Context: an optimization exercise on an open-source flow, tuned for small area, a short achievable clock period and few clock cycles per item. The choices shown serve that exercise and are no tape-out recipe. Where RTL was checked, it was by simulation tests only, not by an equivalence proof against the original.

==> inputs of v35 <==
==> flow/design.v (excerpt) <==
module multiply_n_divide_top(clk, reset, a_in, b_in, m_d, start, result, ready);
==> module multiply_n_divide_top, before the edit <==
module multiply_n_divide_top(clk, reset, a_in, b_in, m_d, start, result, ready);
    input [63:0] a_in, b_in;
    input clk, reset, start, m_d;
    output ready;
    output [128:0] result;
    function [6:0] len64;
        input [63:0] x;
        integer i;
        begin
            len64 = 7'd0;
            for (i = 0; i < 64; i = i + 1)
                if (x[i]) len64 = i + 1;
        end
    endfunction
    reg [63:0] H, L, Y;                            
    reg [5:0]  idx;
    reg        mb, g, op_mul, busy, setup;
    assign ready  = ~busy;
    assign result = {1'b0, H, L};
    wire [6:0] la = len64(a_in);
    wire [6:0] lb = len64(b_in);
    wire       sw_i    = lb < la;                  
    wire [6:0] m_i     = sw_i ? lb : la;
    wire [6:0] k_i     = la - lb;
    wire [5:0] kr_i    = k_i[5:0] | 6'd15;
    wire [5:0] la1_i   = la[5:0] - 6'd1;
    wire       bz_i    = (lb == 7'd0);
    wire       use_la  = la1_i <= kr_i;
    reg        sw_r, m0_r, m1_r, alb_r, d0_r;
    reg [5:0]  mi_r, s0_r;
    reg [1:0]  kq_r;
    always @(posedge clk) begin
        sw_r  <= sw_i;
        m0_r  <= (m_i == 7'd0);
        m1_r  <= (m_i == 7'd1);
        mi_r  <= m_i[5:0] - 6'd2;                  
        alb_r <= (la < lb) & ~bz_i;                
        s0_r  <= bz_i ? 6'd63 : (use_la ? la1_i : kr_i);
        kq_r  <= bz_i ? 2'd3 : k_i[5:4];
        d0_r  <= bz_i ? a_in[63] : (use_la ? 1'b1 : a_in[kr_i]);
    end
    wire        ysel = op_mul & sw_r;
    wire [63:0] ydin = ysel ? a_in : b_in;         
    wire [63:0] src  = ysel ? b_in : a_in;         
    reg  [63:0] r0;
    always @* begin
        case (kq_r)
            2'd0: r0 = {16'd0, a_in[63:16]};
            2'd1: r0 = {32'd0, a_in[63:32]};
            2'd2: r0 = {48'd0, a_in[63:48]};
            default: r0 = 64'd0;
        endcase
    end
    wire run_n = op_mul ? ~(m0_r | m1_r) : ~alb_r;
    wire       last   = (idx == 6'd0);
    wire [5:0] idx_nx = setup ? mi_r : idx - 6'd1;
    wire       mb_nx  = (setup & ~op_mul) ? d0_r : src[idx_nx];
    wire [64:0] xa = {L, mb & ~op_mul};
    wire [64:0] xb = {~op_mul, Y & {64{g}}};
    wire [66:0] s1 = {1'b0, xa, 1'b1} + {1'b0, xb, ~op_mul};
    wire [65:0] s  = s1[66:1];
    wire        co = s[65];                        
    wire [63:0] rem = (co | op_mul) ? s[63:0] : xa[63:0];
    wire [62:0] hp1 = H[62:0] + 63'd1;
    wire [62:0] hsh = (co & op_mul) ? hp1 : H[62:0];
    always @(posedge clk) begin
        Y <= op_mul ? ydin : ~b_in;
        if (reset) begin
            busy  <= 1'b0;
            setup <= 1'b0;
        end else if (!busy) begin
            if (start) begin
                busy   <= 1'b1;
                setup  <= 1'b1;
                op_mul <= m_d;
            end
        end else begin
            setup <= 1'b0;
            if (setup ? !run_n : last) busy <= 1'b0;
            idx <= setup & ~op_mul ? s0_r : idx_nx;
            mb  <= mb_nx;
            g   <= mb_nx | ~op_mul;
            if (setup) begin
                H <= (alb_r & ~op_mul) ? a_in : 64'd0;
                L <= op_mul ? (m0_r ? 64'd0 : ydin) : r0;
            end else if (op_mul | !last) begin
                H <= {hsh, op_mul ? s[64] : co};
                L <= rem;
            end else begin
                H <= rem;
                L <= {H[62:0], co};
            end
        end
    end
endmodule
make LEC_CHECK=0 CAP_MARGIN=20 CORE_MARGIN=2 CORE_UTILIZATION=40 SLEW_MARGIN=20 finish   # period 4.5 ns
run.sh (not shown) runs the stock make flow with config.mk's settings and CLKGATE_MAP_FILE= SYNTH_SCRIPT=/design/flow/synth_recipe.tcl, a recipe that flattens the netlist after the stock synthesis.
==> v15: changes against v35 <==
--- a/flow/design.v
+++ b/flow/design.v
@@ -18,8 +18,14 @@
     assign ready  = ~busy;
     assign result = {1'b0, H, L};
-    wire [6:0] la = len64(a_in);
-    wire [6:0] lb = len64(b_in);
-    wire       sw_i    = lb < la;                  
-    wire [6:0] m_i     = sw_i ? lb : la;
+    reg  [6:0] la, lb;
+    always @(posedge clk) begin
+        la <= len64(a_in);
+        lb <= len64(b_in);
+    end
+    wire       sw_r    = lb < la;                  
+    wire [6:0] m_i     = sw_r ? lb : la;
+    wire       m0_r    = (m_i == 7'd0);
+    wire       m1_r    = (m_i == 7'd1);
+    wire [5:0] mi_r    = m_i[5:0] - 6'd2;          
     wire [6:0] k_i     = la - lb;
     wire [5:0] kr_i    = k_i[5:0] | 6'd15;
@@ -27,17 +33,8 @@
     wire       bz_i    = (lb == 7'd0);
     wire       use_la  = la1_i <= kr_i;
-    reg        sw_r, m0_r, m1_r, alb_r, d0_r;
-    reg [5:0]  mi_r, s0_r;
-    reg [1:0]  kq_r;
-    always @(posedge clk) begin
-        sw_r  <= sw_i;
-        m0_r  <= (m_i == 7'd0);
-        m1_r  <= (m_i == 7'd1);
-        mi_r  <= m_i[5:0] - 6'd2;                  
-        alb_r <= (la < lb) & ~bz_i;                
-        s0_r  <= bz_i ? 6'd63 : (use_la ? la1_i : kr_i);
-        kq_r  <= bz_i ? 2'd3 : k_i[5:4];
-        d0_r  <= bz_i ? a_in[63] : (use_la ? 1'b1 : a_in[kr_i]);
-    end
+    wire       alb_r   = (la < lb) & ~bz_i;        
+    wire [5:0] s0_r    = bz_i ? 6'd63 : (use_la ? la1_i : kr_i);
+    wire [1:0] kq_r    = bz_i ? 2'd3 : k_i[5:4];
+    wire       d0_r    = bz_i ? a_in[63] : (use_la ? 1'b1 : a_in[kr_i]);
     wire        ysel = op_mul & sw_r;
     wire [63:0] ydin = ysel ? a_in : b_in;         
==> flow/flow/run.sh (new file) <==
#!/bin/bash
set -e
export BUFFER_PORTS_ARGS="-buffer_cell sky130_fd_sc_hd__buf_1"
echo 'export BUFFER_PORTS_ARGS = -buffer_cell sky130_fd_sc_hd__buf_1' >> config.mk
bash standard.sh finish > standard_sh.log 2>&1
==> flow/standard.sh (new file) <==
#!/bin/bash
# synth_recipe.tcl (not shown) runs the flow's synth.tcl, then flattens the netlist and writes it again
# the make line also repeats each setting of config.mk as NAME=value (left out here)
make -C /OpenROAD-flow-scripts/flow DESIGN_CONFIG=/design/flow/config.mk WORK_HOME=/design/flow/orfs CLKGATE_MAP_FILE= SYNTH_SCRIPT=/design/flow/synth_recipe.tcl "${@:-finish}"
BUFFER_PORTS_ARGS = -buffer_cell sky130_fd_sc_hd__buf_1   (was not set)
CORE_UTILIZATION = 60   (was 40)
SETUP_SLACK_MARGIN = 0.1   (was not set)
removed: flow/run.sh
==> out/qor.yml <==
sta:
  setup_violations: 5
  fin_ws_ps: -53.21
  whs_ps: 459.1
clocking:
  post_cts_buffers: 24
yosys:
  synth_area_leaders: "edfxtp_1 (20%), dfxtp_1 (8.5%), mux2i_1 (7.0%)"
  ys_types: 86
  yosys.area_share.xor_xnor_pct: 5.058
  syn_nets: 2655
placed_design:
  dp_cells: 3671
layout:
  area_delta_synth_final_pct: 44.32
power_and_ir_drop:
  power_mw: 9.043
outcome:
  outcome: "finished with violations"
  violations: "setup timing"
die:
  taps: 672
Source of the figures above: v35

==> out/qor.yml <==
die:
  taps: 448
yosys:
  synth_area_leaders: "edfxtp_1 (20%), dfxtp_1 (7.8%), a21oi_1 (5.6%)"
  ys_types: 82
  yosys.area_share.xor_xnor_pct: 5.383
clocking:
  post_cts_buffers: 3
outcome:
  outcome: "no timing/DRC/antenna violations"
power_and_ir_drop:
  power_mw: 8.089
layout:
  area_delta_synth_final_pct: 13.84
sta:
  whs_ps: 494.1
Source of the figures above: v15

Testbench counts of v15, summed over its fixed seeds: cycles 24,540, items 1,280.
No functional check of the RTL was part of v35.

==> separate check: timing with driven ports <==
The flow's constraints put no driver on any port. The routed layouts listed below were extracted and timed again, unchanged, in two steps.
Step 1 (the two cells are an assumption about what drives the block):
set clk [get_ports {clk}]
set_driving_cell -lib_cell sky130_fd_sc_hd__clkbuf_16 $clk
set_driving_cell -lib_cell sky130_fd_sc_hd__buf_2 [delete_from_list [all_inputs] $clk]
Step 2 also shifts input and output timing later by t, the mid clock arrival at the registers, as if the neighbouring blocks saw the same clock.
a / b / c = ideal ports / drivers / drivers and shift; a / b = the first two.
run	t (ns)	setup WS [ns]	worst hold slack (ns)	latest minus earliest clock arrival (ns)	worst register clock-pin slew, ns
v35	0.629	-0.053 / -0.018 / -0.647	0.459 / 0.459 / 0.459	0.020 / 0.020	0.07 / 0.07
v15	0.627	0.151 / 0.151 / 0.151	0.494 / 0.468 / 0.515	0.020 / 0.020	0.07 / 0.07
The setup slack of v35, which loses most, moves by +0.035 ns with the drivers and by -0.594 ns with both steps.
